Context: an optimization exercise on an open-source flow, tuned for small area and a short achievable clock period. The choices shown serve that exercise and are no tape-out recipe. No functional check of the RTL was part of any run shown here.

<file path="flow/run.sh">
#!/bin/bash
# synth_recipe.tcl (not shown) runs the flow's synth.tcl, then flattens the netlist and writes it again
# the make line also repeats each setting of config.mk as NAME=value (left out here)
make -C /OpenROAD-flow-scripts/flow DESIGN_CONFIG=/design/flow/config.mk WORK_HOME=/design/flow/orfs CLKGATE_MAP_FILE= SYNTH_SCRIPT=/design/flow/synth_recipe.tcl finish
</file>
<file path="flow/config.mk">
export PLATFORM = sky130hd
export DESIGN_NAME = accelerator
export DESIGN_NICKNAME = accelerator
export VERILOG_FILES = /design/flow/design.v
export SDC_FILE = /design/flow/constraint.sdc
export NUM_CORES = 4
export LEC_CHECK = 0
export ABC_AREA = 1
export CAP_MARGIN = 20
export CORE_MARGIN = 2
export CORE_UTILIZATION = 40
export SETUP_SLACK_MARGIN = 3.0
export SLEW_MARGIN = 20
</file>
<file path="flow/constraint.sdc">
create_clock -name core_clock -period 8.0 [get_ports {clk}]
set_input_delay 1.6000 -clock core_clock [delete_from_list [all_inputs] [get_ports {clk}]]
set_output_delay 1.6000 -clock core_clock [all_outputs]
set_load 0.01 [all_outputs]
</file>
<file path="flow/design.v">
`timescale 1ns / 1ps
module accelerator #(
    parameter MAP_SIZE = 9'h00a,
    parameter k = 9'h003,
    parameter p = 9'h002,
    parameter s = 1,
    parameter ptype = 1,
    parameter act_type = 0,
    parameter N = 8,
    parameter Q = 4,
    parameter AW = 8,
    parameter DW = 8,
    parameter [N-1:0] p_sqr_inv = 8'b00000100
    )(
    input clk,
    input global_rst,
    input ce,
    input [N-1:0] activation,
    input [(k*k)*N-1:0] weight1,
    output [N-1:0] data_out,
    output valid_op,
    output end_op,
    output [N-1:0] conv_out,
    output conv_valid,
    output conv_end
    );
    integer i;
    reg [7:0] w [0:8];
    wire [7:0] wv [0:8];     
    wire [8:0] ws;           
    always @(posedge clk) begin
        for (i = 0; i < 9; i = i + 1) w[i] <= weight1[8*i +: 8];
    end
    genvar gw;
    generate
        for (gw = 0; gw < 9; gw = gw + 1) begin : WDEC
            assign wv[gw] = {w[gw][7] & |w[gw][6:0], w[gw][6:0]};
            assign ws[gw] = w[gw][7];
        end
    endgenerate
    wire x80 = activation[7] & ~|activation[6:0];
    wire [8:0] xb = {activation, 1'b0};
    wire [3:0] e_one, e_two, e_neg;
    genvar gk;
    generate
        for (gk = 0; gk < 4; gk = gk + 1) begin : ENC
            assign e_one[gk] = xb[2*gk+1] ^ xb[2*gk];
            assign e_two[gk] = ((xb[2*gk+2] & ~xb[2*gk+1] & ~xb[2*gk]) |
                                (~xb[2*gk+2] & xb[2*gk+1] & xb[2*gk])) & ~(gk == 3 && x80);
            assign e_neg[gk] = xb[2*gk+2];
        end
    endgenerate
    reg [3:0] l_one, l_two, l_neg;
    reg l_sgn;
    always @(posedge clk or posedge global_rst) begin
        if (global_rst) begin
            l_one <= 4'd0;
            l_two <= 4'd0;
            l_neg <= 4'd0;
            l_sgn <= 1'b0;
        end else if (ce) begin
            l_one <= e_one;
            l_two <= e_two;
            l_neg <= e_neg;
            l_sgn <= activation[7];
        end
    end
    reg [7:0] mac [0:7];
    reg [7:0] sr1 [0:6];
    reg [7:0] sr2 [0:6];
    wire [7:0] cin_t [0:7];
    wire [7:0] res_t [0:7];
    assign cin_t[0] = 8'd0;
    assign cin_t[1] = mac[0];
    assign cin_t[2] = mac[1];
    assign cin_t[3] = sr1[6];
    assign cin_t[4] = mac[3];
    assign cin_t[5] = mac[4];
    assign cin_t[6] = sr2[6];
    assign cin_t[7] = mac[6];
    genvar gt;
    generate
        for (gt = 0; gt < 8; gt = gt + 1) begin : TAP
            tap_mac t (.one(l_one), .two(l_two), .neg(l_neg), .wv(wv[gt]),
                       .s(l_sgn ^ ws[gt]), .c(cin_t[gt]), .r(res_t[gt]));
        end
    endgenerate
    always @(posedge clk or posedge global_rst) begin
        if (global_rst) mac[0] <= 8'd0;
        else if (ce) mac[0] <= res_t[0];
    end
    always @(posedge clk) begin
        if (ce) begin
            for (i = 1; i < 8; i = i + 1) mac[i] <= res_t[i];
            sr1[0] <= mac[2];
            sr2[0] <= mac[5];
            for (i = 1; i < 7; i = i + 1) begin
                sr1[i] <= sr1[i-1];
                sr2[i] <= sr2[i-1];
            end
        end
    end
    wire [7:0] q8;
    tap_prod tp (.one(e_one), .two(e_two), .neg(e_neg), .wv(wv[8]),
                 .s(activation[7] ^ ws[8]), .q(q8));
    reg [7:0] p8;
    always @(posedge clk) begin
        if (ce) p8 <= q8;
    end
    wire [7:0] res = mac[7] + p8;
    reg [7:0] prev;
    always @(posedge clk) begin
        if (ce) prev <= res;
    end
    reg [4:0] count;
    reg [5:0] out_cnt;
    reg first;       
    reg toggle;
    wire valid = count[4] & (count[3] | (count[2] & count[1]));    
    wire cend = valid & (&out_cnt);
    always @(posedge clk or posedge global_rst) begin
        if (global_rst) begin
            count <= 5'd0;
            out_cnt <= 6'd0;
            first <= 1'b1;
        end else if (ce) begin
            count <= count + 5'd1;
            if (valid) out_cnt <= out_cnt + 6'd1;
            if (&count) first <= 1'b0;
        end
    end
    always @(posedge clk or posedge global_rst) begin
        if (global_rst) toggle <= 1'b0;
        else if (valid) toggle <= ~toggle;
    end
    wire fix = first & (count == 5'd22) & ws[0];
    assign conv_out = toggle ? {res[7] ^ fix, res[6:0]} : prev;
    assign conv_valid = valid;
    assign conv_end = cend;
    wire pce = valid & ~cend;
    wire [6:0] relu = conv_out[7] ? 7'd0 : conv_out[6:0];
    reg [3:0] pos;
    reg [2:0] nb;
    reg g;
    reg [1:0] sel;
    reg rst_m, op_en, load_sr, end_r;
    always @(posedge clk) begin
        if (global_rst) begin
            pos <= 4'd15;
            nb <= 3'd0;
            g <= 1'b0;
            sel <= 2'd0;
            rst_m <= 1'b0;
            op_en <= 1'b0;
            load_sr <= 1'b0;
            end_r <= 1'b0;
        end else begin
            op_en <= pce & pos[3] & ~pos[0];
            if (pce) begin
                pos <= pos + 4'd1;
                if (g && nb != 3'd5) nb <= nb + 3'd1;
                end_r <= (nb == 3'd4);
                g <= (pos == 4'd14);
                rst_m <= (pos == 4'd1) | (pos == 4'd3) | (pos == 4'd5) | (pos == 4'd15);
                sel <= (pos == 4'd14) ? 2'b10 :
                       ((pos == 4'd6) | (pos == 4'd8) | (pos == 4'd10) | (pos == 4'd12)) ? 2'b01 : 2'b00;
                load_sr <= pos[0];
            end
        end
    end
    reg [6:0] maxr;
    reg [6:0] psr [0:3];
    wire [6:0] mux_out = (sel == 2'b01) ? psr[3] : ((sel == 2'b00) ? maxr : 7'd0);
    wire [6:0] comp = pce ? ((relu > mux_out) ? relu : mux_out) : 7'd0;
    always @(posedge clk) begin
        if (global_rst) maxr <= 7'd0;
        else if (pce) maxr <= rst_m ? 7'd0 : comp;
    end
    wire psr_rst = g && global_rst;
    always @(posedge clk or posedge psr_rst) begin
        if (psr_rst) begin
            for (i = 0; i < 4; i = i + 1) psr[i] <= 7'd0;
        end else if (load_sr) begin
            psr[0] <= comp;
            for (i = 1; i < 4; i = i + 1) psr[i] <= psr[i-1];
        end
    end
    assign data_out = {1'b0, maxr};
    assign valid_op = op_en;
    assign end_op = end_r;
endmodule
module tap_mac (
    input  [3:0] one,
    input  [3:0] two,
    input  [3:0] neg,
    input  [7:0] wv,
    input        s,
    input  [7:0] c,
    output [7:0] r
);
    wire p_t0 = (((one[0] & wv[6]) | (two[0] & wv[5])) ^ neg[0]) ^ (((one[1] & wv[4]) | (two[1] & wv[3])) ^ neg[1]);
    wire p_t1 = (((one[0] & wv[6]) | (two[0] & wv[5])) ^ neg[0]) & (((one[1] & wv[4]) | (two[1] & wv[3])) ^ neg[1]);
    wire p_t2 = (((one[0] & wv[7]) | (two[0] & wv[6])) ^ neg[0]) ^ (((one[1] & wv[5]) | (two[1] & wv[4])) ^ neg[1]);
    wire p_t3 = (((one[0] & wv[7]) | (two[0] & wv[6])) ^ neg[0]) & (((one[1] & wv[5]) | (two[1] & wv[4])) ^ neg[1]);
    wire p_t4 = (((one[0] & wv[7]) | (two[0] & wv[7])) ^ neg[0]) ^ (((one[1] & wv[6]) | (two[1] & wv[5])) ^ neg[1]);
    wire p_t5 = (((one[0] & wv[7]) | (two[0] & wv[7])) ^ neg[0]) & (((one[1] & wv[6]) | (two[1] & wv[5])) ^ neg[1]);
    wire p_t6 = (((one[0] & wv[7]) | (two[0] & wv[7])) ^ neg[0]) ^ (((one[1] & wv[7]) | (two[1] & wv[6])) ^ neg[1]);
    wire p_t7 = (((one[0] & wv[7]) | (two[0] & wv[7])) ^ neg[0]) & (((one[1] & wv[7]) | (two[1] & wv[6])) ^ neg[1]);
    wire p_t8 = (((one[0] & wv[7]) | (two[0] & wv[7])) ^ neg[0]) ^ (((one[1] & wv[7]) | (two[1] & wv[7])) ^ neg[1]);
    wire p_t9 = (((one[0] & wv[7]) | (two[0] & wv[7])) ^ neg[0]) & (((one[1] & wv[7]) | (two[1] & wv[7])) ^ neg[1]);
    wire p_t10 = (((one[0] & wv[2]) | (two[0] & wv[1])) ^ neg[0]) ^ ((one[1] & wv[0]) ^ neg[1]);
    wire p_t11 = (((one[0] & wv[2]) | (two[0] & wv[1])) ^ neg[0]) & ((one[1] & wv[0]) ^ neg[1]);
    wire p_t12 = (((one[0] & wv[3]) | (two[0] & wv[2])) ^ neg[0]) ^ (((one[1] & wv[1]) | (two[1] & wv[0])) ^ neg[1]);
    wire p_t13 = (((one[0] & wv[3]) | (two[0] & wv[2])) ^ neg[0]) & (((one[1] & wv[1]) | (two[1] & wv[0])) ^ neg[1]);
    wire p_t14 = (((one[0] & wv[4]) | (two[0] & wv[3])) ^ neg[0]) ^ (((one[1] & wv[2]) | (two[1] & wv[1])) ^ neg[1]) ^ ((one[2] & wv[0]) ^ neg[2]);
    wire p_t15 = ((((one[0] & wv[4]) | (two[0] & wv[3])) ^ neg[0]) & (((one[1] & wv[2]) | (two[1] & wv[1])) ^ neg[1])) | ((((one[0] & wv[4]) | (two[0] & wv[3])) ^ neg[0]) & ((one[2] & wv[0]) ^ neg[2])) | ((((one[1] & wv[2]) | (two[1] & wv[1])) ^ neg[1]) & ((one[2] & wv[0]) ^ neg[2]));
    wire p_t16 = (((one[0] & wv[5]) | (two[0] & wv[4])) ^ neg[0]) ^ (((one[1] & wv[3]) | (two[1] & wv[2])) ^ neg[1]);
    wire p_t17 = (((one[0] & wv[5]) | (two[0] & wv[4])) ^ neg[0]) & (((one[1] & wv[3]) | (two[1] & wv[2])) ^ neg[1]);
    wire p_t18 = p_t0 ^ (((one[2] & wv[2]) | (two[2] & wv[1])) ^ neg[2]) ^ ((one[3] & wv[0]) ^ neg[3]);
    wire p_t19 = (p_t0 & (((one[2] & wv[2]) | (two[2] & wv[1])) ^ neg[2])) | (p_t0 & ((one[3] & wv[0]) ^ neg[3])) | ((((one[2] & wv[2]) | (two[2] & wv[1])) ^ neg[2]) & ((one[3] & wv[0]) ^ neg[3]));
    wire p_t20 = p_t1 ^ p_t2 ^ (((one[2] & wv[3]) | (two[2] & wv[2])) ^ neg[2]);
    wire p_t21 = (p_t1 & p_t2) | (p_t1 & (((one[2] & wv[3]) | (two[2] & wv[2])) ^ neg[2])) | (p_t2 & (((one[2] & wv[3]) | (two[2] & wv[2])) ^ neg[2]));
    wire p_t22 = p_t3 ^ p_t4 ^ (((one[2] & wv[4]) | (two[2] & wv[3])) ^ neg[2]);
    wire p_t23 = (p_t3 & p_t4) | (p_t3 & (((one[2] & wv[4]) | (two[2] & wv[3])) ^ neg[2])) | (p_t4 & (((one[2] & wv[4]) | (two[2] & wv[3])) ^ neg[2]));
    wire p_t24 = p_t5 ^ p_t6 ^ (((one[2] & wv[5]) | (two[2] & wv[4])) ^ neg[2]);
    wire p_t25 = (p_t5 & p_t6) | (p_t5 & (((one[2] & wv[5]) | (two[2] & wv[4])) ^ neg[2])) | (p_t6 & (((one[2] & wv[5]) | (two[2] & wv[4])) ^ neg[2]));
    wire p_t26 = p_t7 ^ p_t8 ^ (((one[2] & wv[6]) | (two[2] & wv[5])) ^ neg[2]);
    wire p_t27 = (p_t7 & p_t8) | (p_t7 & (((one[2] & wv[6]) | (two[2] & wv[5])) ^ neg[2])) | (p_t8 & (((one[2] & wv[6]) | (two[2] & wv[5])) ^ neg[2]));
    wire p_t28 = ((one[0] & wv[0]) ^ neg[0]) ^ neg[0];
    wire p_t29 = ((one[0] & wv[0]) ^ neg[0]) & neg[0];
    wire p_t30 = (((one[0] & wv[1]) | (two[0] & wv[0])) ^ neg[0]) ^ s;
    wire p_t31 = (((one[0] & wv[1]) | (two[0] & wv[0])) ^ neg[0]) & s;
    wire p_t32 = p_t10 ^ neg[1] ^ s;
    wire p_t33 = (p_t10 & neg[1]) | (p_t10 & s) | (neg[1] & s);
    wire p_t34 = p_t11 ^ p_t12 ^ s;
    wire p_t35 = (p_t11 & p_t12) | (p_t11 & s) | (p_t12 & s);
    wire p_t36 = p_t13 ^ p_t14 ^ neg[2];
    wire p_t37 = (p_t13 & p_t14) | (p_t13 & neg[2]) | (p_t14 & neg[2]);
    wire p_t38 = p_t15 ^ p_t16 ^ (((one[2] & wv[1]) | (two[2] & wv[0])) ^ neg[2]);
    wire p_t39 = (p_t15 & p_t16) | (p_t15 & (((one[2] & wv[1]) | (two[2] & wv[0])) ^ neg[2])) | (p_t16 & (((one[2] & wv[1]) | (two[2] & wv[0])) ^ neg[2]));
    wire p_t40 = p_t17 ^ p_t18 ^ neg[3];
    wire p_t41 = (p_t17 & p_t18) | (p_t17 & neg[3]) | (p_t18 & neg[3]);
    wire p_t42 = p_t19 ^ p_t20 ^ (((one[3] & wv[1]) | (two[3] & wv[0])) ^ neg[3]);
    wire p_t43 = (p_t19 & p_t20) | (p_t19 & (((one[3] & wv[1]) | (two[3] & wv[0])) ^ neg[3])) | (p_t20 & (((one[3] & wv[1]) | (two[3] & wv[0])) ^ neg[3]));
    wire p_t44 = p_t21 ^ p_t22 ^ (((one[3] & wv[2]) | (two[3] & wv[1])) ^ neg[3]);
    wire p_t45 = (p_t21 & p_t22) | (p_t21 & (((one[3] & wv[2]) | (two[3] & wv[1])) ^ neg[3])) | (p_t22 & (((one[3] & wv[2]) | (two[3] & wv[1])) ^ neg[3]));
    wire p_t46 = p_t23 ^ p_t24 ^ (((one[3] & wv[3]) | (two[3] & wv[2])) ^ neg[3]);
    wire p_t47 = (p_t23 & p_t24) | (p_t23 & (((one[3] & wv[3]) | (two[3] & wv[2])) ^ neg[3])) | (p_t24 & (((one[3] & wv[3]) | (two[3] & wv[2])) ^ neg[3]));
    wire p_t48 = p_t25 ^ p_t26 ^ (((one[3] & wv[4]) | (two[3] & wv[3])) ^ neg[3]);
    wire p_t49 = (p_t25 & p_t26) | (p_t25 & (((one[3] & wv[4]) | (two[3] & wv[3])) ^ neg[3])) | (p_t26 & (((one[3] & wv[4]) | (two[3] & wv[3])) ^ neg[3]));
    wire [10:0] a = {p_t47, p_t45, p_t43, p_t41, p_t39, p_t37, p_t35, p_t33, p_t31, p_t29, p_t28};
    wire [10:0] b = {p_t48, p_t46, p_t44, p_t42, p_t40, p_t38, p_t36, p_t34, p_t32, p_t30, s};
    wire [10:0] t = a + b;
    assign r = c + {s, t[10:4]};
endmodule
module tap_prod (
    input  [3:0] one,
    input  [3:0] two,
    input  [3:0] neg,
    input  [7:0] wv,
    input        s,
    output [7:0] q
);
    wire p_t0 = (((one[0] & wv[6]) | (two[0] & wv[5])) ^ neg[0]) ^ (((one[1] & wv[4]) | (two[1] & wv[3])) ^ neg[1]);
    wire p_t1 = (((one[0] & wv[6]) | (two[0] & wv[5])) ^ neg[0]) & (((one[1] & wv[4]) | (two[1] & wv[3])) ^ neg[1]);
    wire p_t2 = (((one[0] & wv[7]) | (two[0] & wv[6])) ^ neg[0]) ^ (((one[1] & wv[5]) | (two[1] & wv[4])) ^ neg[1]);
    wire p_t3 = (((one[0] & wv[7]) | (two[0] & wv[6])) ^ neg[0]) & (((one[1] & wv[5]) | (two[1] & wv[4])) ^ neg[1]);
    wire p_t4 = (((one[0] & wv[7]) | (two[0] & wv[7])) ^ neg[0]) ^ (((one[1] & wv[6]) | (two[1] & wv[5])) ^ neg[1]);
    wire p_t5 = (((one[0] & wv[7]) | (two[0] & wv[7])) ^ neg[0]) & (((one[1] & wv[6]) | (two[1] & wv[5])) ^ neg[1]);
    wire p_t6 = (((one[0] & wv[7]) | (two[0] & wv[7])) ^ neg[0]) ^ (((one[1] & wv[7]) | (two[1] & wv[6])) ^ neg[1]);
    wire p_t7 = (((one[0] & wv[7]) | (two[0] & wv[7])) ^ neg[0]) & (((one[1] & wv[7]) | (two[1] & wv[6])) ^ neg[1]);
    wire p_t8 = (((one[0] & wv[7]) | (two[0] & wv[7])) ^ neg[0]) ^ (((one[1] & wv[7]) | (two[1] & wv[7])) ^ neg[1]);
    wire p_t9 = (((one[0] & wv[7]) | (two[0] & wv[7])) ^ neg[0]) & (((one[1] & wv[7]) | (two[1] & wv[7])) ^ neg[1]);
    wire p_t10 = (((one[0] & wv[2]) | (two[0] & wv[1])) ^ neg[0]) ^ ((one[1] & wv[0]) ^ neg[1]);
    wire p_t11 = (((one[0] & wv[2]) | (two[0] & wv[1])) ^ neg[0]) & ((one[1] & wv[0]) ^ neg[1]);
    wire p_t12 = (((one[0] & wv[3]) | (two[0] & wv[2])) ^ neg[0]) ^ (((one[1] & wv[1]) | (two[1] & wv[0])) ^ neg[1]);
    wire p_t13 = (((one[0] & wv[3]) | (two[0] & wv[2])) ^ neg[0]) & (((one[1] & wv[1]) | (two[1] & wv[0])) ^ neg[1]);
    wire p_t14 = (((one[0] & wv[4]) | (two[0] & wv[3])) ^ neg[0]) ^ (((one[1] & wv[2]) | (two[1] & wv[1])) ^ neg[1]) ^ ((one[2] & wv[0]) ^ neg[2]);
    wire p_t15 = ((((one[0] & wv[4]) | (two[0] & wv[3])) ^ neg[0]) & (((one[1] & wv[2]) | (two[1] & wv[1])) ^ neg[1])) | ((((one[0] & wv[4]) | (two[0] & wv[3])) ^ neg[0]) & ((one[2] & wv[0]) ^ neg[2])) | ((((one[1] & wv[2]) | (two[1] & wv[1])) ^ neg[1]) & ((one[2] & wv[0]) ^ neg[2]));
    wire p_t16 = (((one[0] & wv[5]) | (two[0] & wv[4])) ^ neg[0]) ^ (((one[1] & wv[3]) | (two[1] & wv[2])) ^ neg[1]);
    wire p_t17 = (((one[0] & wv[5]) | (two[0] & wv[4])) ^ neg[0]) & (((one[1] & wv[3]) | (two[1] & wv[2])) ^ neg[1]);
    wire p_t18 = p_t0 ^ (((one[2] & wv[2]) | (two[2] & wv[1])) ^ neg[2]) ^ ((one[3] & wv[0]) ^ neg[3]);
    wire p_t19 = (p_t0 & (((one[2] & wv[2]) | (two[2] & wv[1])) ^ neg[2])) | (p_t0 & ((one[3] & wv[0]) ^ neg[3])) | ((((one[2] & wv[2]) | (two[2] & wv[1])) ^ neg[2]) & ((one[3] & wv[0]) ^ neg[3]));
    wire p_t20 = p_t1 ^ p_t2 ^ (((one[2] & wv[3]) | (two[2] & wv[2])) ^ neg[2]);
    wire p_t21 = (p_t1 & p_t2) | (p_t1 & (((one[2] & wv[3]) | (two[2] & wv[2])) ^ neg[2])) | (p_t2 & (((one[2] & wv[3]) | (two[2] & wv[2])) ^ neg[2]));
    wire p_t22 = p_t3 ^ p_t4 ^ (((one[2] & wv[4]) | (two[2] & wv[3])) ^ neg[2]);
    wire p_t23 = (p_t3 & p_t4) | (p_t3 & (((one[2] & wv[4]) | (two[2] & wv[3])) ^ neg[2])) | (p_t4 & (((one[2] & wv[4]) | (two[2] & wv[3])) ^ neg[2]));
    wire p_t24 = p_t5 ^ p_t6 ^ (((one[2] & wv[5]) | (two[2] & wv[4])) ^ neg[2]);
    wire p_t25 = (p_t5 & p_t6) | (p_t5 & (((one[2] & wv[5]) | (two[2] & wv[4])) ^ neg[2])) | (p_t6 & (((one[2] & wv[5]) | (two[2] & wv[4])) ^ neg[2]));
    wire p_t26 = p_t7 ^ p_t8 ^ (((one[2] & wv[6]) | (two[2] & wv[5])) ^ neg[2]);
    wire p_t27 = (p_t7 & p_t8) | (p_t7 & (((one[2] & wv[6]) | (two[2] & wv[5])) ^ neg[2])) | (p_t8 & (((one[2] & wv[6]) | (two[2] & wv[5])) ^ neg[2]));
    wire p_t28 = ((one[0] & wv[0]) ^ neg[0]) ^ neg[0];
    wire p_t29 = ((one[0] & wv[0]) ^ neg[0]) & neg[0];
    wire p_t30 = (((one[0] & wv[1]) | (two[0] & wv[0])) ^ neg[0]) ^ s;
    wire p_t31 = (((one[0] & wv[1]) | (two[0] & wv[0])) ^ neg[0]) & s;
    wire p_t32 = p_t10 ^ neg[1] ^ s;
    wire p_t33 = (p_t10 & neg[1]) | (p_t10 & s) | (neg[1] & s);
    wire p_t34 = p_t11 ^ p_t12 ^ s;
    wire p_t35 = (p_t11 & p_t12) | (p_t11 & s) | (p_t12 & s);
    wire p_t36 = p_t13 ^ p_t14 ^ neg[2];
    wire p_t37 = (p_t13 & p_t14) | (p_t13 & neg[2]) | (p_t14 & neg[2]);
    wire p_t38 = p_t15 ^ p_t16 ^ (((one[2] & wv[1]) | (two[2] & wv[0])) ^ neg[2]);
    wire p_t39 = (p_t15 & p_t16) | (p_t15 & (((one[2] & wv[1]) | (two[2] & wv[0])) ^ neg[2])) | (p_t16 & (((one[2] & wv[1]) | (two[2] & wv[0])) ^ neg[2]));
    wire p_t40 = p_t17 ^ p_t18 ^ neg[3];
    wire p_t41 = (p_t17 & p_t18) | (p_t17 & neg[3]) | (p_t18 & neg[3]);
    wire p_t42 = p_t19 ^ p_t20 ^ (((one[3] & wv[1]) | (two[3] & wv[0])) ^ neg[3]);
    wire p_t43 = (p_t19 & p_t20) | (p_t19 & (((one[3] & wv[1]) | (two[3] & wv[0])) ^ neg[3])) | (p_t20 & (((one[3] & wv[1]) | (two[3] & wv[0])) ^ neg[3]));
    wire p_t44 = p_t21 ^ p_t22 ^ (((one[3] & wv[2]) | (two[3] & wv[1])) ^ neg[3]);
    wire p_t45 = (p_t21 & p_t22) | (p_t21 & (((one[3] & wv[2]) | (two[3] & wv[1])) ^ neg[3])) | (p_t22 & (((one[3] & wv[2]) | (two[3] & wv[1])) ^ neg[3]));
    wire p_t46 = p_t23 ^ p_t24 ^ (((one[3] & wv[3]) | (two[3] & wv[2])) ^ neg[3]);
    wire p_t47 = (p_t23 & p_t24) | (p_t23 & (((one[3] & wv[3]) | (two[3] & wv[2])) ^ neg[3])) | (p_t24 & (((one[3] & wv[3]) | (two[3] & wv[2])) ^ neg[3]));
    wire p_t48 = p_t25 ^ p_t26 ^ (((one[3] & wv[4]) | (two[3] & wv[3])) ^ neg[3]);
    wire p_t49 = (p_t25 & p_t26) | (p_t25 & (((one[3] & wv[4]) | (two[3] & wv[3])) ^ neg[3])) | (p_t26 & (((one[3] & wv[4]) | (two[3] & wv[3])) ^ neg[3]));
    wire [10:0] a = {p_t47, p_t45, p_t43, p_t41, p_t39, p_t37, p_t35, p_t33, p_t31, p_t29, p_t28};
    wire [10:0] b = {p_t48, p_t46, p_t44, p_t42, p_t40, p_t38, p_t36, p_t34, p_t32, p_t30, s};
    wire [10:0] t = a + b;
    assign q = {s, t[10:4]};
endmodule
</file>
==> summary.txt, run 1 <==
Synthesized netlist cell count: 2847
Area growth, synth to finish: 15.88%
Max Fanout on Critical Path: 23
Via-to-Cell Ratio: 5.157
Main combinational cell family by area after synthesis: adder cells
Worst EP arrival: 5.12 ns
Sequential cell area: 8915 um^2
WP buf/inv: 6
Final Critical Period: 4.813 ns
First-pass GRT wire length: 104.1 mm
Syn Std Cell Area: 25790 um^2
FF+latch count, synth: 337
Largest net degree at the start of global routing: 80
Post-route cell area: 29890 um^2
Die width: 257.9 um
Core area: 64120 um^2
Post-DR wirelength/cell: 17.47 um
Initial antenna violation count: 0
1st-iter DRT viols: 1244
Share of cells above drive strength 1: 0.08080
Global Route Usage Sum: 0.1944
Fin Setup TNS: 0 ns
Synth Area in Simple Gates: 0.1212
Cell taking the most area after synthesis: edfxtp_1
GRT overflow: 0
CTS clk-pin slew, worst paths: 0.06 ns
Post-CTS Hold Buffers: 0
Chip height: 257.9 um
CP max stage cell: fa_1
Multi-input combinational cell area: 14800 um^2
Vias in the first global route: 19661
CP Class: flip-flop to flip-flop
Slew headroom: 0.3699
CTS root buf: clkbuf_16
XOR/XNOR share of the synthesized area: 0.1266
Status: finished clean
IO Port Bufs: 101
DR pass1 iterations: 5
Worst slack, placed: 1.884 ns
Post-synth EDFFs: 184
Post-Syn Area per Cell: 9.059 um^2
Clock sinks: 337
Worst Setup End Kind: flip-flop
Warnings from Yosys: 11
Skew-Pair Late Insertion Delay: 0.57 ns
Post-DP Area: 27610 um^2
Worst Setup Start Kind: flip-flop
Top-area cell type share of the netlist area: 0.2142
Post-synthesis mux area share: 0.001213
Worst-Margin Slew: 0.9451 ns
Clk buf depth: 3
CTS tree: built
WL final: 67.24 mm
Crit path max-delay family: adder cells
Setup violators final: 0
Fin nets: 3396
Post-synthesis compound-gate area fraction: 0.1103
Detail Route Antenna Nets: 0
Placer Congestion: 0.8947
Top cell by count, worst path: nand2_1
Fillers: 5983
Unique cell type count in the Yosys netlist: 59
Hpwl dp: 47.02 mm
# DRC: 0
CP required: 8.30 ns
H-tree depth: 2
Area contributors post-synth: edfxtp_1 (21%), xor2_1 (11%), ha_1 (11%), fa_1 (9.7%), dfxtp_1 (7.1%)
Post-route clock skew: 0.02126 ns
Fin. Hold Viols: 0
Critical-path cell list: buf_12, clkinv_16, buf_8, o22ai_1, xor2_1, fa_1, fa_1, inv_1, ha_1, inv_1, nor3_2, nand2_1, nand2_1, nand2_1, nand2_1, inv_1, ha_1, a21oi_1, nand2_1, a21o_1, a21oi_1, o21ai_0, a21oi_1, xor2_1
Fin crit share: 0.6017
Post-placement cell count: 3733
Cell row count: 93
Starting Density: 0.4023
Vias: 19853
Ports: 103
Async SR Flop Fraction: 0.1810
Max stage delay on crit path: 0.52 ns
Net Count, Synth: 3281
Hold Crit Class: flip-flop to async pin
Num CTS Buffers: 41
Util after Layout: 0.4661
Max-cap viol count: 0
Most frequent cells in the layout: inv_1 (455), nand2_1 (451), xor2_1 (324)
Sequential fraction of the synthesis area: 0.3449
Die area: 66530 um^2
Dominant synthesized flop cell: edfxtp_1
RSZ-0062 raised after global routing: yes
Adder-Cell Fraction of Synth Area: 0.2067
Fin. max-slew vios: 0
Worst setup slack after layout: 3.187 ns
ANT cells: 0
Most common cell after layout, fill and taps aside: inv_1
Max Clk Rate: 207.8 MHz
WHS: 0.2571 ns
Fin cells: 3850
==> worst register-to-register path: cells and delay by family, from the launching register on <==
kind            cells  cell delay (ns)
compound gates      6             1.00
fa+ha+maj           4             1.63
xor+xnor            2             0.31
buf+inv             6             0.65
flops               1             0.37
simple gates        6             0.60
==> kinds of logic (layout without fill, tap and decap cells) <==
family	count (synthesis)	count (layout)
fa+ha+maj	351	351
compound gates	478	478
mux	3	3
flops	337	337
xor+xnor	369	369
buf+inv	582	730
other cells	1	1
simple gates	726	726
==> timing repair <==
item | in CTS | in global routing
gates resized for setup | 47 | 81
setup endpoints to repair | 31 | 17
gates cloned | 0 | 7
pin swaps | 0 | 16
buffers inserted | 4 | 30
==> sequential cells by signal, summed over array words and instances (netlist names), 3 cells and up <==
register / cells
l_one: 4
sr1: 56
l_neg: 4
sr2: 56
l_two: 4
prev: 8
count: 5
maxr: 7
w: 72
psr: 28
out_cnt: 6
pos: 4
nb: 3
p8: 8
mac: 64
==> final cells by class <==
type,instances,share of cell area
Clock inverter,18,0.007452
Tap cell,855,0.03580
Multi-Input combinational cell,1928,0.4953
Inverter,487,0.06514
Timing Repair Buffer,165,0.05782
Sequential cell,337,0.2983
Timing Repair inverter,2,0.0006698
Clock buffer,58,0.03952
==> synthesized netlist by cell type (3+ instances only) <==
cell	number
inv_1	466
nand2_1	455
xor2_1	325
ha_1	226
o22ai_1	213
edfxtp_1	184
fa_1	125
nand3_1	119
a21oi_1	112
dfxtp_1	92
o21ai_0	83
nor2_1	62
dfrtp_1	60
xnor2_1	41
buf_2	38
clkbuf_1	34
nand4_1	26
a31oi_1	17
nand3b_1	17
nor3_1	16
buf_1	14
clkinv_1	13
a21o_1	12
nand2_2	10
inv_2	8
o211ai_1	6
o21bai_1	6
buf_6	5
or2_2	5
a211oi_1	4
a21oi_2	4
o2111ai_1	4
o21ai_2	4
nor4_1	3
or2_1	3
==> worst paths after layout <==
kind / from / slack, ns / cells after the start / end
setup reg to reg: l_one[0]$_DFFE_PP0P_ / 3.19 / 24 / mac[4][7]$_DFFE_PP_
hold reg to reg: g$_SDFFE_PP0P_ / 0.26 / 1 / psr[0][0]$_DFFE_PP0P_
min in group core_clock: sr2[3][2]$_DFFE_PP_ / 0.41 / 0 / sr2[4][2]$_DFFE_PP_
max in group asynchronous: global_rst / 5.26 / 3 / l_neg[2]$_DFFE_PP0P_
hold / removal: g$_SDFFE_PP0P_ / 0.26 / 1 / psr[0][0]$_DFFE_PP0P_
setup / recovery: l_one[0]$_DFFE_PP0P_ / 3.19 / 24 / mac[4][7]$_DFFE_PP_
==> routing by layer <==
layer | GRT usage | routed length, um
met5 | 0 | 0
met4 | 0.07739 | 2736
met1 | 0.2539 | 28900
met2 | 0.3263 | 31690
met3 | 0.02631 | 3918
==> run 2: changes to the inputs <==
--- a/flow/config.mk
+++ b/flow/config.mk
@@ -5,7 +5,6 @@
 export SDC_FILE = /design/flow/constraint.sdc
 export NUM_CORES = 4
 export LEC_CHECK = 0
-export ABC_AREA = 1
 export CAP_MARGIN = 20
 export CORE_MARGIN = 2
 export CORE_UTILIZATION = 40
==> run 2 against run 1 <==
  * First-iteration DRC count grew 3.6%
  * Critical path depth shrank 12
  * Final cell count shrank 14%
  * Wire length shrank 8.0%
==> summary.txt, run 2 <==
Synth Area in Simple Gates: 0.05947 (-0.06172)
H-tree depth: 2 (unchanged)
# DRC: 0 (unchanged)
Max-cap viol count: 0 (unchanged)
Initial antenna violation count: 0 (unchanged)
Largest Register: w
Worst EP arrival: 5.21 ns (+0.09 ns)
Via-to-Cell Ratio: 5.325 (+3.3%)
Dominant synthesized flop cell: edfxtp_1
RSZ-0062 raised after global routing: yes
Vias in the first global route: 17792 (-9.5%)
Max Fanout on Critical Path: 15 (-35%)
Area contributors post-synth: edfxtp_1 (22%), xnor2_1 (12%), ha_1 (11%), fa_1 (10%), dfxtp_1 (7.4%)
Cell row count: 91 (-2.2%)
Fin. Hold Viols: 0 (unchanged)
1st-iter DRT viols: 1289 (+3.6%)
Worst R2R Path Depth: 18 (-25%)
Fin crit share: 0.6109 (+0.009260)
Clock sinks: 337 (unchanged)
CP Class: primary input to flip-flop
Hold Crit Class: flip-flop to flip-flop
Largest net degree at the start of global routing: 81 (+1.3%)
Num CTS Buffers: 41 (unchanged)
Post-synthesis compound-gate area fraction: 0.1446 (+0.03432)
Synthesized netlist cell count: 2380 (-16%)
Clk buf depth: 3 (unchanged)
WL final: 61.83 mm (-8.0%)
Sequential fraction of the synthesis area: 0.3556 (+0.01068)
Unique cell type count in the Yosys netlist: 71 (+20%)
Area growth, synth to finish: 15.02%
Top-area cell type share of the netlist area: 0.2209 (+0.006633)
Syn Std Cell Area: 25020 um^2 (-3.0%)
Post-CTS Hold Buffers: 0 (unchanged)
Starting Density: 0.4046 (+0.002371)
Max Clk Rate: 204.6 MHz (-1.5%)
Ports: 103 (unchanged)
Fin nets: 2865 (-16%)
Adder-Cell Fraction of Synth Area: 0.2175 (+0.01080)
Share of cells above drive strength 1: 0.09943 (+0.01863)
GRT overflow: 0 (unchanged)
ANT cells: 0 (unchanged)
Chip height: 254.1 um (-1.5%)
First-pass GRT wire length: 97.32 mm (-6.5%)
Net Count, Synth: 2814 (-14%)
WHS: 0.4039 ns (+0.1467 ns)
Die area: 64560 um^2 (-3.0%)
CTS root buf: clkbuf_16
FF+latch count, synth: 337 (unchanged)
Max FFs per register: 72 (unchanged)
Worst-Margin Slew: 1.034 ns (+0.08842 ns)
Top cells by count, synth: xnor2_1 (341), ha_1 (226), inv_1 (221), a22oi_1 (192), edfxtp_1 (184)
Worst Setup Start Kind: primary input
Post-route clock skew: 0.02449 ns (+0.003228 ns)
CP required: 8.32 ns (+0.02 ns)
Critical path startpoint: activation[7]
CP Capture Point: p8[5]$_DFFE_PP_
Top flop regs: w (72), mac (64)
Global Route Usage Sum: 0.1917 (-0.002704)
Placer Congestion: 0.8272 (-7.5%)
Worst Setup End Kind: flip-flop
Detail Route Antenna Nets: 0 (unchanged)
Core area: 61830 um^2 (-3.6%)
Fin. max-slew vios: 0 (unchanged)
Worst R2R End: mac[2][7]$_DFFE_PP_
Most common cell in the netlist: xnor2_1
DR pass1 iterations: 6 (+1)
Final Critical Period: 4.888 ns (+0.07408 ns)
Async SR Flop Fraction: 0.1810 (unchanged)
Most frequent cells in the layout: xnor2_1 (338), ha_1 (222), inv_1 (220)
Hpwl dp: 41.35 mm (-12%)
Vias: 17577 (-11%)
IO Port Bufs: 101 (unchanged)
Setup violators final: 0 (unchanged)
Most common cell after layout, fill and taps aside: xnor2_1
Reg2reg setup slack: 3.14 ns (-0.05 ns)
Fin Setup TNS: 0 ns (unchanged)
RR Startpoint: l_two[1]$_DFFE_PP0P_
Skew-Pair Late Insertion Delay: 0.58 ns (about the same)
Die width: 254.1 um (-1.5%)
Post-synth EDFFs: 184 (unchanged)
Warnings from Yosys: 11 (unchanged)
Status: finished clean
Post-Syn Area per Cell: 10.51 um^2 (+16%)
Main combinational cell family by area after synthesis: adder cells
CTS tree: built
Cell taking the most area after synthesis: edfxtp_1
CTS clk-pin slew, worst paths: 0.06 ns (about the same)
Post-synthesis mux area share: 0.02091 (+0.01969)
Post-DR wirelength/cell: 18.73 um (+7.2%)
XOR/XNOR share of the synthesized area: 0.1435 (+0.01687)
Slew headroom: 0.3076 (-0.06234)
## run 2: cell count changes in the layout (fill, tap and decap cells not counted), moves of 13 or more
cell / change
nand4_1: -15
o21ai_0: -49
xnor2_1: +297
nand3_1: -97
a21o_1: +27
o21bai_1: +13
mux2_2: +33
nor2b_1: +32
xor2_1: -262
o22ai_1: -193
inv_1: -235
nand2_1: -341
nand3b_1: -16
a22oi_1: +191
## run 2: worst min path at each step
stage,slack (ns),from,endpoint,depth (start not counted)
after global placement,0.40,sr1[2][3]$_DFFE_PP_,sr1[3][3]$_DFFE_PP_,0
final,0.40,mac[5][1]$_DFFE_PP_,sr2[0][1]$_DFFE_PP_,0
after global routing,0.41,sr2[4][3]$_DFFE_PP_,sr2[5][3]$_DFFE_PP_,0
after floorplan,0.40,mac[2][0]$_DFFE_PP_,sr1[0][0]$_DFFE_PP_,0
after CTS,0.40,mac[5][1]$_DFFE_PP_,sr2[0][1]$_DFFE_PP_,0
after detailed placement,0.40,sr1[4][3]$_DFFE_PP_,sr1[5][3]$_DFFE_PP_,0
## run 2: what timing repair did
item	4_1_cts	5_1_grt
cloned	0	1
gates resized for setup	36	83
pin swaps	0	13
endpoints found under the setup margin	28	33
buffers inserted	12	25
## run 2: kinds of logic (layout without fill, tap and decap cells)
group                    after synthesis  in the layout
AO/OA/AOI/OAI                        525            525
XOR/XNOR                             409            409
adder cells (fa/ha/maj)              362            362
buffers and inverters                386            470
flip-flops                           337            337
multiplexers                          48             48
other                                  1              1
AND/OR/NAND/NOR                      312            312
## run 2: through the flow
step                worst slack (ns)  instance area, um^2  std cells    util
floorplan                      3.006                25040       2380       -
global placement               1.802                26710       3187  0.4320
detailed placement             1.693                26710       3187  0.4320
CTS                            2.960                28320       3275  0.4580
global route                   2.927                28780       3301  0.4654
finish                         3.112                28780       3301  0.4654
## run 2: cell type report
type / count / area (um^2)
clock buffer: 60 / 1204
clock inverter: 16 / 150.1
fill: 5683 / 33050
inverter: 225 / 869.6
multi-input combinational: 1657 / 14870
sequential: 337 / 8936
tap: 837 / 1047
timing repair buffer: 169 / 1702
## run 2: routing by layer
| metal | share of wire | vias to the layer above | GRT usage |
|---|---|---|---|
| met3 | 0.052 | 106 | 0.02776 |
| met4 | 0.029 | 0 | 0.06235 |
| li1 | - | 8393 | - |
| met1 | 0.45 | 8601 | 0.2589 |
| met5 | 0 | - | 0 |
| met2 | 0.47 | 477 | 0.3159 |
## run 2: critical path: stages
cell	delay [ns]
clkdlybuf4s50_1	0.88
inv_1	0.29
xnor2_1	0.30
fa_1	0.47
fa_1	0.49
inv_1	0.04
ha_1	0.28
nand4_1	0.10
o221ai_1	0.33
a21o_1	0.21
a21oi_1	0.09
xnor2_1	0.13
==> run 3: changes to the inputs <==
--- a/flow/config.mk
+++ b/flow/config.mk
@@ -7,6 +7,7 @@
 export LEC_CHECK = 0
 export CAP_MARGIN = 20
 export CORE_MARGIN = 2
-export CORE_UTILIZATION = 40
+export CORE_UTILIZATION = 65
+export PLACE_DENSITY = 0.75
 export SETUP_SLACK_MARGIN = 3.0
 export SLEW_MARGIN = 20
==> run 3 against run 2 <==
  * Worst setup slack improved by 0.023 ns
  * Via count increased by 1.5%
  * Non-clock buffer count shrank 18
  * Critical path type is now flip-flop to output port
  * Final area is 2.6% lower
  * Largest cell class unchanged
  * Wire length fell by 5.6%
  * Die area fell by 38%
  * Synthesized area stayed put
  * Register-to-register slack about the same
==> summary.txt, run 3 <==
Hpwl dp: 38.21 mm (-7.6%)
Fillers: 2566 (-55%)
Max FFs per register: 72 (unchanged)
FF+latch count, synth: 337 (unchanged)
GRT overflow: 0 (unchanged)
Via-to-Cell Ratio: 6.048 (+14%)
Slew headroom: 0.3350 (+0.02744)
Met2 usage: 0.4665 (+0.1506)
Net Count, Synth: 2814 (unchanged)
Worst-Margin Slew: 0.9975 ns (-0.03607 ns)
Dominant synthesized flop cell: edfxtp_1
Post-DP Area: 26270 um^2 (-1.6%)
Max Fanout on Critical Path: 4 (-11)
Skew-Pair Late Insertion Delay: 0.56 ns (-0.02 ns)
Fin. Hold Viols: 0 (unchanged)
Detail Route Antenna Nets: 0 (unchanged)
Hold wc startpoint: sr1[0][0]$_DFFE_PP_
ANT cells: 0 (unchanged)
Post-synth EDFFs: 184 (unchanged)
CP Class: flip-flop to output port
Placer Congestion: 0.8659 (+4.7%)
Hold Crit Class: flip-flop to flip-flop
Max-cap viol count: 0 (unchanged)
Fin cells: 2950 (-11%)
Sequential fraction of the synthesis area: 0.3556 (unchanged)
RR Startpoint: l_neg[2]$_DFFE_PP0P_
1st-iter DRT viols: 1583 (+23%)
Setup violators final: 0 (unchanged)
Chip height: 200.2 um (-21%)
Largest Register: w
RSZ-0062 raised after global routing: yes
Worst EP arrival: 3.26 ns (-1.95 ns)
CTS root buf: clkbuf_16
H-tree depth: 2 (unchanged)
Vias: 17843 (+1.5%)
Starting Density: 0.6626 (+0.2580)
Most common cell in the netlist: xnor2_1
Share of cells above drive strength 1: 0.08118 (-0.01825)
Area contributors post-synth: edfxtp_1 (22%), xnor2_1 (12%), ha_1 (11%), fa_1 (10%), dfxtp_1 (7.4%)
Post-route clock skew: 0.01219 ns (-0.01229 ns)
Worst R2R End: mac[7][7]$_DFFE_PP_
Max Clk Rate: 205.6 MHz (+0.47%)
Top cells by count, synth: xnor2_1 (341), ha_1 (226), inv_1 (221), a22oi_1 (192), edfxtp_1 (184)
Largest net degree at the start of global routing: 81 (unchanged)
Die width: 200.2 um (-21%)
Syn Std Cell Area: 25020 um^2 (unchanged)
Post-CTS Hold Buffers: 0 (unchanged)
Num CTS Buffers: 38 (-7.3%)
Fin nets: 2844 (-0.73%)
Cell taking the most area after synthesis: edfxtp_1
M3 GR Usage: 0.04556 (+0.01780)
Ports: 103 (unchanged)
Most Used Layer, Global Route: met2
Reg2reg setup slack: 3.14 ns (about the same)
Met1 usage in global routing: 0.3853 (+0.1264)
CP required: 6.40 ns (-1.92 ns)
Hold EP: sr1[1][0]$_DFFE_PP_
IO Port Bufs: 101 (unchanged)
Worst Setup Start Kind: flip-flop
Synthesized netlist cell count: 2380 (unchanged)
Initial antenna violation count: 0 (unchanged)
Worst R2R Path Depth: 19 (+1)
Clock sinks: 337 (unchanged)
Warnings from Yosys: 11 (unchanged)
CTS tree: built
Clk buf depth: 3 (unchanged)
Post-DR wirelength/cell: 19.79 um (+5.6%)
Top-area cell type share of the netlist area: 0.2209 (unchanged)
Post-Syn Area per Cell: 10.51 um^2 (unchanged)
Worst Hold Path Cells: 0 (unchanged)
Die area: 40070 um^2 (-38%)
WL final: 58.37 mm (-5.6%)
Final Critical Period: 4.864 ns (-0.02303 ns)
Post-route cell area: 28030 um^2 (-2.6%)
Vias in the first global route: 17743 (-0.28%)
Fin crit share: 0.6081 (-0.002879)
Async SR Flop Fraction: 0.1810 (unchanged)
Post-placement cell count: 2855 (-10%)
Worst Setup End Kind: output port
Global Route Usage Sum: 0.2845 (+0.09283)
Top flop regs: w (72), mac (64)
Most common cell after layout, fill and taps aside: xnor2_1
Area growth, synth to finish: 12.03%
Most frequent cells in the layout: xnor2_1 (341), ha_1 (224), inv_1 (221)
Util after Layout: 0.7423 (+0.2769)
Status: finished clean
Fin Setup TNS: 0 ns (unchanged)
# DRC: 0 (unchanged)
Unique cell type count in the Yosys netlist: 71 (unchanged)
First-pass GRT wire length: 92.07 mm (-5.4%)
Core area: 37760 um^2 (-39%)
Cell row count: 71 (-22%)
CTS clk-pin slew, worst paths: 0.06 ns (about the same)
DR pass1 iterations: 6 (unchanged)
WHS: 0.4143 ns (+0.01048 ns)
Fin. max-slew vios: 0 (unchanged)
## run 3: cell counts after synthesis
No cell type changed its count.
## run 3: kinds of logic after synthesis
| logic type | Yosys count | share of synthesized area |
|---|---|---|
| mux | 48 | 0.02091 |
| compound gates | 525 | 0.1446 |
| fa+ha+maj | 362 | 0.2175 |
| xor+xnor | 409 | 0.1435 |
| flops | 337 | 0.3556 |
| simple gates | 312 | 0.05947 |
| buf+inv | 386 | 0.05832 |
| other cells | 1 | 0.0001499 |
## run 3: area by class of cell
| cell class | count | area [um^2] | share of cell area |
|---|---|---|---|
| inverter | 225 | 862.1 | 0.03076 |
| timing repair buffer | 151 | 1577 | 0.05625 |
| multi-input combinational | 1657 | 14750 | 0.5264 |
| clock inverter | 22 | 240.2 | 0.008572 |
| clock buffer | 47 | 1026 | 0.03661 |
| sequential | 337 | 8929 | 0.3186 |
| tap | 511 | 639.4 | 0.02281 |
## run 3: critical path, cell delays in order, from the launching register on
cell             delay, ns
edfxtp_1              0.42
ha_1                  0.26
fa_1                  0.41
a21oi_1               0.26
o21ai_0               0.16
a311o_1               0.44
mux2_2                0.29
clkdlybuf4s50_1       0.48
## run 3: worst max path at each step
stage	startpoint	end	slack, ns	cells after the start
after CTS	l_neg[0]$_DFFE_PP0P_	mac[7][7]$_DFFE_PP_	2.96	17
after global placement	activation[2]	p8[5]$_DFFE_PP_	1.93	14
final	p8[0]$_DFFE_PP_	conv_out[6]	3.14	7
after global routing	w[4][3]$_DFF_P_	mac[4][7]$_DFFE_PP_	2.93	19
after floorplan	activation[2]	p8[5]$_DFFE_PP_	3.01	15
after detailed placement	activation[2]	p8[5]$_DFFE_PP_	1.83	14
## run 3: timing repair
| item | 4_1_cts | 5_1_grt |
|---|---|---|
| resized for setup | 31 | 57 |
| setup buffers | 4 | 21 |
| setup endpoints to repair | 34 | 30 |
| gates cloned | 0 | 1 |
| pin swaps | 0 | 2 |
## run 3: stage by stage
step           setup slack, ns
6_report                 3.136
3_5_place_dp             1.835
4_1_cts                  2.957
5_1_grt                  2.928
2_1_floorplan            3.006
3_3_place_gp             1.925
## run 3: metal layers
layer	vias up	part of all wire
met5	-	0
met4	0	0.029
met3	135	0.075
met2	695	0.47
met1	8673	0.42
li1	8340	-
==> run 4: changes to the inputs <==
--- a/flow/config.mk
+++ b/flow/config.mk
@@ -8,6 +8,7 @@
 export CAP_MARGIN = 20
 export CORE_MARGIN = 2
 export CORE_UTILIZATION = 65
+export CTS_BUF_LIST = sky130_fd_sc_hd__clkbuf_4 sky130_fd_sc_hd__clkbuf_8
 export PLACE_DENSITY = 0.75
 export SETUP_SLACK_MARGIN = 3.0
 export SLEW_MARGIN = 20
==> run 4 against run 3 <==
  * Highest routed layer unchanged
  * Via count up 0.48%
  * Largest cell class unchanged
  * Final area grew 0.44%
  * Worst setup slack improved by 0.011 ns
  * Sequential share of layout area shrank 0.12 points
  * Core utilization rose by 0.32 points
  * Die area is the same
  * Register-to-register slack is essentially flat
  * Non-clock buffer count is 5 higher
==> summary.txt, run 4 <==
Initial antenna violation count: 0 (unchanged)
Synthesized netlist cell count: 2380 (unchanged)
Post-DR wirelength/cell: 19.57 um (-1.1%)
Status: finished clean
First-pass GRT wire length: 92.07 mm (about the same)
Fin nets: 2866 (+0.77%)
Final Critical Period: 4.854 ns (-0.01093 ns)
Share of cells above drive strength 1: 0.1025 (+0.02128)
GRT overflow: 0 (unchanged)
Worst EP arrival: 5.24 ns (+1.98 ns)
Sequential cell area: 8935 um^2 (about the same)
Most frequent cells in the layout: xnor2_1 (340), ha_1 (224), inv_1 (221)
Top flop regs: w (72), mac (64)
Util after Layout: 0.7456 (+0.003248)
CTS clk-pin slew, worst paths: 0.06 ns (about the same)
Clock sinks: 337 (unchanged)
Post-CTS Hold Buffers: 0 (unchanged)
Largest Register: w
Post-Syn Area per Cell: 10.51 um^2 (unchanged)
Detail Route Antenna Nets: 0 (unchanged)
Worst-Margin Slew: 1.018 ns (+0.02033 ns)
Vias: 17928 (+0.48%)
Sequential fraction of the synthesis area: 0.3556 (unchanged)
Worst setup slack after layout: 3.146 ns (+0.01093 ns)
Cell row count: 71 (unchanged)
Largest net degree at the start of global routing: 81 (unchanged)
RSZ-0062 raised after global routing: yes
Core area: 37760 um^2 (unchanged)
Unique cell type count in the Yosys netlist: 71 (unchanged)
Max-cap viol count: 0 (unchanged)
Via-to-Cell Ratio: 5.996 (-0.87%)
Most common cell in the netlist: xnor2_1
Die width: 200.2 um (unchanged)
Critical-path cell list: buf_6, a22oi_1, xnor2_1, fa_1, fa_1, inv_1, ha_1, a21o_1, a21o_1, a21oi_1, o31ai_2, a31o_2, a21oi_1, xnor2_1, ha_1, a21oi_1, o21ai_0, xnor2_1
# DRC: 0 (unchanged)
H-tree depth: 2 (unchanged)
Fin. Hold Viols: 0 (unchanged)
CP required: 8.39 ns (+1.99 ns)
Slew headroom: 0.3215 (-0.01355)
Area contributors post-synth: edfxtp_1 (22%), xnor2_1 (12%), ha_1 (11%), fa_1 (10%), dfxtp_1 (7.4%)
Global Route Usage Sum: 0.2839 (-0.0006823)
Fin Setup TNS: 0 ns (unchanged)
1st-iter DRT viols: 1577 (-0.38%)
Worst Setup End Kind: flip-flop
Vias in the first global route: 17820 (+0.43%)
Max FFs per register: 72 (unchanged)
Hold Crit Class: flip-flop to flip-flop
Fillers: 2597 (+1.2%)
CP max stage cell: dfrtp_4
CP Class: flip-flop to flip-flop
Post-route clock skew: 0.02033 ns (+0.008140 ns)
Syn Std Cell Area: 25020 um^2 (unchanged)
Worst slack, placed: 1.835 ns (unchanged)
Area growth, synth to finish: 12.52%
DR pass1 iterations: 6 (unchanged)
Die area: 40070 um^2 (unchanged)
Post-synth EDFFs: 184 (unchanged)
Setup violators final: 0 (unchanged)
Num CTS Buffers: 55 (+45%)
Fin crit share: 0.6067 (-0.001366)
Skew-Pair Late Insertion Delay: 0.65 ns (+0.09 ns)
Worst Setup Start Kind: flip-flop
CTS root buf: clkbuf_8
Hpwl dp: 38.21 mm (unchanged)
Starting Density: 0.6626 (unchanged)
Max stage delay on crit path: 0.60 ns (+0.12 ns)
Chip height: 200.2 um (unchanged)
Max Fanout on Critical Path: 17 (+13)
Fin. max-slew vios: 0 (unchanged)
IO Port Bufs: 101 (unchanged)
Crit path max-delay family: adder cells
Top-area cell type share of the netlist area: 0.2209 (unchanged)
Placer Congestion: 0.8659 (unchanged)
Most common cell after layout, fill and taps aside: xnor2_1
FF+latch count, synth: 337 (unchanged)
Dominant synthesized flop cell: edfxtp_1
Clk buf depth: 3 (unchanged)
Net Count, Synth: 2814 (unchanged)
ANT cells: 0 (unchanged)
WHS: 0.4140 ns (-0.0003050 ns)
Async SR Flop Fraction: 0.1810 (unchanged)
Ports: 103 (unchanged)
WP buf/inv: 2 (+1)
Cell taking the most area after synthesis: edfxtp_1
Top cells by count, synth: xnor2_1 (341), ha_1 (226), inv_1 (221), a22oi_1 (192), edfxtp_1 (184)
CTS tree: built
WL final: 58.50 mm (+0.22%)
Max Clk Rate: 206.0 MHz (+0.23%)
Multi-input combinational cell area: 14770 um^2 (about the same)
Warnings from Yosys: 11 (unchanged)
-- run 4: cell counts after synthesis --
No cell type changed its count.
-- run 4: cell type report --
class,count,share of cell area
Timing Repair Buffer,156,0.05765
Sequential cell,337,0.3174
Inverter,225,0.03063
Tap cell,511,0.02271
Clock inverter,20,0.01018
Clock buffer,84,0.03685
Multi-Input combinational cell,1657,0.5246
-- run 4: cell families after synthesis --
logic type / count (synthesis) / synth area share
fa+ha+maj: 362 / 0.2175
buf+inv: 386 / 0.05832
other cells: 1 / 0.0001499
flops: 337 / 0.3556
compound gates: 525 / 0.1446
mux: 48 / 0.02091
xor+xnor: 409 / 0.1435
simple gates: 312 / 0.05947
-- run 4: through the flow --
stage | instances | instance area, um^2
after floorplan | 2380 | 25040
after global placement | 2854 | 26260
after detailed placement | 2855 | 26270
after CTS | 2964 | 27760
after global routing | 2990 | 28150
final | 2990 | 28150
-- run 4: per-layer routing --
layer	share of wire	vias up	wire length (um)	global-route usage
met5	0	-	0	0
met4	0.036	0	2092	0.1053
met3	0.074	151	4303	0.04377
met2	0.46	672	27000	0.4592
met1	0.43	8709	25110	0.3886
li1	-	8396	-	-
-- run 4: worst paths after layout --
| check | depth (start not counted) | from | slack, ns | to |
|---|---|---|---|---|
| setup reg to reg | 18 | l_two[0]$_DFFE_PP0P_ | 3.15 | mac[7][7]$_DFFE_PP_ |
| hold / removal | 0 | sr1[5][1]$_DFFE_PP_ | 0.41 | sr1[6][1]$_DFFE_PP_ |
| min in group asynchronous | 1 | g$_SDFFE_PP0P_ | 0.45 | psr[3][2]$_DFFE_PP0P_ |
| setup / recovery | 18 | l_two[0]$_DFFE_PP0P_ | 3.15 | mac[7][7]$_DFFE_PP_ |
| hold reg to reg | 0 | sr1[5][1]$_DFFE_PP_ | 0.41 | sr1[6][1]$_DFFE_PP_ |
| max in group asynchronous | 3 | global_rst | 5.74 | psr[1][6]$_DFFE_PP0P_ |
-- run 4: what timing repair did --
item / CTS / global route
resized for setup: 31 / 61
endpoints found under the setup margin: 33 / 34
cloned: 0 / 1
buffers inserted: 5 / 25
pin swaps: 0 / 6
-- run 4: worst reg2reg max path, cell delays in order, from the launching register on --
cell     delay [ns]
dfrtp_4        0.60
buf_6          0.22
a22oi_1        0.24
xnor2_1        0.13
fa_1           0.51
fa_1           0.51
inv_1          0.04
ha_1           0.34
a21o_1         0.18
a21o_1         0.19
a21oi_1        0.17
o31ai_2        0.11
a31o_2         0.28
a21oi_1        0.17
xnor2_1        0.09
ha_1           0.35
a21oi_1        0.18
o21ai_0        0.14
xnor2_1        0.16
==> run 5: changes to the inputs <==
--- a/flow/design.v
+++ b/flow/design.v
@@ -50,19 +50,27 @@
             assign e_neg[gk] = xb[2*gk+2];
         end
     endgenerate
-    reg [3:0] l_one, l_two, l_neg;
-    reg l_sgn;
+    reg [3:0] l_one, l_two, l_neg, m_one_n, m_two_n, m_neg_n;
+    reg l_sgn, m_sgn_n;
     always @(posedge clk or posedge global_rst) begin
         if (global_rst) begin
             l_one <= 4'd0;
             l_two <= 4'd0;
             l_neg <= 4'd0;
             l_sgn <= 1'b0;
+            m_one_n <= 4'hf;
+            m_two_n <= 4'hf;
+            m_neg_n <= 4'hf;
+            m_sgn_n <= 1'b1;
         end else if (ce) begin
             l_one <= e_one;
             l_two <= e_two;
             l_neg <= e_neg;
             l_sgn <= activation[7];
+            m_one_n <= ~e_one;
+            m_two_n <= ~e_two;
+            m_neg_n <= ~e_neg;
+            m_sgn_n <= ~activation[7];
         end
     end
     reg [7:0] mac [0:7];
@@ -81,8 +89,13 @@
     genvar gt;
     generate
         for (gt = 0; gt < 8; gt = gt + 1) begin : TAP
-            tap_mac t (.one(l_one), .two(l_two), .neg(l_neg), .wv(wv[gt]),
-                       .s(l_sgn ^ ws[gt]), .c(cin_t[gt]), .r(res_t[gt]));
+            if (gt < 4) begin : A
+                tap_mac t (.one(l_one), .two(l_two), .neg(l_neg), .wv(wv[gt]),
+                           .s(l_sgn ^ ws[gt]), .c(cin_t[gt]), .r(res_t[gt]));
+            end else begin : B
+                tap_mac t (.one(~m_one_n), .two(~m_two_n), .neg(~m_neg_n), .wv(wv[gt]),
+                           .s(~m_sgn_n ^ ws[gt]), .c(cin_t[gt]), .r(res_t[gt]));
+            end
         end
     endgenerate
     always @(posedge clk or posedge global_rst) begin
==> flow/config.mk (replaced) <==
export PLATFORM = sky130hd
export DESIGN_NAME = accelerator
export DESIGN_NICKNAME = accelerator
export VERILOG_FILES = /design/flow/design.v
export SDC_FILE = /design/flow/constraint.sdc
export NUM_CORES = 4
export LEC_CHECK = 0
export CAP_MARGIN = 20
export CORE_MARGIN = 2
export CORE_UTILIZATION = 40
export SETUP_SLACK_MARGIN = 3.5
export SLEW_MARGIN = 20
==> run 5 against run 4 <==
  * Still clean on timing, DRC and antenna
  * Global-route usage shrank 8.6 points
  * Synthesized area grew 2.0%
  * Core utilization shrank 24 points
  * Count of clock-buffer cells in the layout shrank 24
==> summary.txt, run 5 <==
Via-to-Cell Ratio: 5.447 (-9.2%)
ANT cells: 0 (unchanged)
Fin. Hold Viols: 0 (unchanged)
DR pass1 iterations: 8 (+2)
Max-cap viol count: 0 (unchanged)
Area contributors post-synth: edfxtp_1 (22%), xnor2_1 (12%), ha_1 (11%), fa_1 (9.8%), dfxtp_1 (7.2%)
Dominant synthesized flop cell: edfxtp_1
CP max stage cell: dfstp_4
Net Count, Synth: 2866 (+1.8%)
Hpwl dp: 41.81 mm (+9.4%)
Post-Syn Area per Cell: 10.51 um^2 (about the same)
Skew-Pair Late Insertion Delay: 0.58 ns (-0.07 ns)
Setup violators final: 0 (unchanged)
CTS root buf: clkbuf_16
CP Class: flip-flop to flip-flop
1st-iter DRT viols: 1399 (-11%)
Initial antenna violation count: 0 (unchanged)
Core area: 63080 um^2 (+67%)
Fin Setup TNS: 0 ns (unchanged)
Most common cell after layout, fill and taps aside: xnor2_1
Warnings from Yosys: 11 (unchanged)
Synthesized netlist cell count: 2427 (+2.0%)
Hold Crit Class: flip-flop to flip-flop
Top flop regs: w (72), mac (64)
Top cells by count, synth: xnor2_1 (356), inv_1 (249), ha_1 (231), edfxtp_1 (184), a21oi_1 (139)
Num CTS Buffers: 42 (-24%)
Max Clk Rate: 215.6 MHz (+4.6%)
Placer Congestion: 0.8274 (-4.4%)
IO Port Bufs: 101 (unchanged)
Post-synth EDFFs: 184 (unchanged)
Final Critical Period: 4.639 ns (-0.2149 ns)
WL final: 67.45 mm (+15%)
Max Fanout on Critical Path: 4 (-13)
Syn Std Cell Area: 25500 um^2 (+2.0%)
Top-area cell type share of the netlist area: 0.2166 (-0.004226)
Most common cell in the netlist: xnor2_1
Post-route clock skew: 0.02263 ns (+0.002294 ns)
GRT overflow: 0 (unchanged)
Status: finished clean
Vias in the first global route: 19438 (+9.1%)
Ports: 103 (unchanged)
Vias: 19064 (+6.3%)
First-pass GRT wire length: 105.0 mm (+14%)
Met2 usage: 0.3449 (-0.1144)
Post-route cell area: 32170 um^2 (+14%)
Post-DP Area: 27250 um^2 (+3.7%)
Die width: 256.5 um (+28%)
Worst EP arrival: 4.94 ns (-0.30 ns)
Fin. max-slew vios: 0 (unchanged)
CTS tree: built
RSZ-0062 raised after global routing: yes
Met1 usage in global routing: 0.2479 (-0.1407)
Die area: 65800 um^2 (+64%)
Slew headroom: 0.3403 (+0.01887)
Post-DR wirelength/cell: 19.27 um (-1.5%)
Max stage delay on crit path: 0.67 ns (+0.07 ns)
Global Route Usage Sum: 0.1983 (-0.08560)
CTS clk-pin slew, worst paths: 0.06 ns (about the same)
Largest net degree at the start of global routing: 167 (+110%)
Worst Setup Start Kind: flip-flop
H-tree depth: 2 (unchanged)
Detail Route Antenna Nets: 0 (unchanged)
Cell row count: 92 (+30%)
Chip height: 256.5 um (+28%)
Most frequent cells in the layout: xnor2_1 (332), inv_1 (218), ha_1 (195)
Clock sinks: 349 (+3.6%)
WHS: 0.4012 ns (-0.01280 ns)
Cell taking the most area after synthesis: edfxtp_1
M3 GR Usage: 0.02956 (-0.01421)
Most Used Layer, Global Route: met2
Async SR Flop Fraction: 0.2092 (+0.02816)
FF+latch count, synth: 349 (+3.6%)
Unique cell type count in the Yosys netlist: 72 (+1.4%)
Worst Setup End Kind: flip-flop
# DRC: 0 (unchanged)
Starting Density: 0.4043 (-0.2583)
Worst-Margin Slew: 0.9819 ns (-0.03586 ns)
Share of cells above drive strength 1: 0.2378 (+0.1353)
Largest Register: w
Fin crit share: 0.5798 (-0.02687)
Clk buf depth: 3 (unchanged)
Fin nets: 3060 (+6.8%)
Max FFs per register: 72 (unchanged)
CP required: 8.31 ns (-0.08 ns)
Area growth, synth to finish: 26.15%
Sequential fraction of the synthesis area: 0.3611 (+0.005560)
Critical-path cell list: buf_4, o22ai_2, xnor2_1, ha_1, inv_2, fa_1, inv_1, fa_1, ha_4, or3_4, o211a_4, a311oi_4, xnor2_2, ha_4, buf_4, buf_6, xnor2_1
-- run 5: cell count changes in the layout (fill, tap and decap cells not counted), moves of 21 or more --
cell,delta
xnor2_2,+23
dfxtp_1,-21
a21oi_2,+40
clkbuf_8,-61
buf_4,+114
o22ai_1,+87
nand2_1,-25
a21oi_1,-29
a22oi_1,-109
ha_1,-29
inv_2,+30
ha_4,+26
clkbuf_16,+48
-- run 5: final timing paths --
path                                         from                     to  slack, ns  depth (start not counted)
max                        m_two_n[1]$_DFFE_PP1P_    mac[5][6]$_DFFE_PP_       3.36                         17
min                           sr2[2][7]$_DFFE_PP_    sr2[3][7]$_DFFE_PP_       0.40                          0
max reg2reg                m_two_n[1]$_DFFE_PP1P_    mac[5][6]$_DFFE_PP_       3.36                         17
min reg2reg                   sr2[2][7]$_DFFE_PP_    sr2[3][7]$_DFFE_PP_       0.40                          0
max in group asynchronous              global_rst   l_one[1]$_DFFE_PP0P_       5.64                          3
min in group asynchronous          g$_SDFFE_PP0P_  psr[0][3]$_DFFE_PP0P_       0.54                          1
-- run 5: cell type report --
class | instances | area [um^2]
Fill cell | 5565 | 30910
Multi-Input combinational cell | 1669 | 16350
Sequential cell | 349 | 9326
Timing Repair Buffer | 298 | 3053
Clock buffer | 60 | 1180
Tap cell | 846 | 1059
Inverter | 261 | 1028
Clock inverter | 17 | 181.4
-- run 5: cells by family after synthesis --
family	count (synthesis)	synth area share
other cells	1	0.0001470
fa+ha+maj	360	0.2130
buf+inv	410	0.06122
simple gates	267	0.04876
xor+xnor	427	0.1481
mux	46	0.01967
flops	349	0.3611
compound gates	567	0.1480
-- run 5: worst max-delay path, delay by kind of cell (launching register included) --
kind / cells / cell delay (ns)
buf+inv: 5 / 0.45
simple gates: 1 / 0.33
flops: 1 / 0.67
compound gates: 3 / 0.64
fa+ha+maj: 5 / 1.79
xor+xnor: 3 / 0.49
-- run 5: stage by stage --
stage / std cells / utilization / worst slack [ns]
floorplan: 2427 / - / 3.331
global placement: 3244 / 0.4319 / 2.225
detailed placement: 3244 / 0.4320 / 2.196
CTS: 3425 / 0.4825 / 3.343
global route: 3500 / 0.5100 / 3.179
finish: 3500 / 0.5100 / 3.361
-- run 5: what timing repair did --
item                                    in CTS  in global routing
gates resized for setup                    224                217
setup buffers                              100                 70
cloned                                       4                  5
pin swaps                                   86                205
hold buffers                                 0                  0
endpoints found under the setup margin      60                 39
-- run 5: routing by layer --
metal	share of wire	vias up
met5	0	-
met2	0.50	596
met1	0.41	9482
met4	0.031	0
li1	-	8864
met3	0.053	122

## re-timing with driven ports
The flow's constraints put no driver on any port. The routed layouts listed below were extracted and timed again, unchanged, in two steps.
Step 1 sets driving cells, clkbuf_16 on the clock port and buf_2 on the other inputs (assumed; they add their load-dependent delay and slew).
Step 2 times the ports against the registers' clock, not the clock port: input delays grow and output delays shrink by t, the midpoint of the rising clock arrivals with the driver on.
Three values: no drivers, after step 1, after step 2; two values: the first two.
| run | t (ns) | setup slack, ns | worst setup path after step 2 | worst data-port slew with drivers (ns) |
|---|---|---|---|---|
| run 1 | 0.624 | 3.187 / 3.187 / 2.641 | input to register | 0.05 |
| run 2 | 0.622 | 3.112 / 3.098 / 2.525 | input to register | 0.06 |
| run 3 | 0.602 | 3.136 / 3.084 / 2.621 | input to register | 0.05 |
| run 4 | 0.684 | 3.146 / 3.115 / 2.579 | input to register | 0.06 |
| run 5 | 0.623 | 3.361 / 3.361 / 3.033 | input to register | 0.11 |
After both steps setup and hold are still met in every run listed. The setup slack of run 2, which loses most, moves by -0.014 ns with the drivers and by -0.587 ns with both steps.
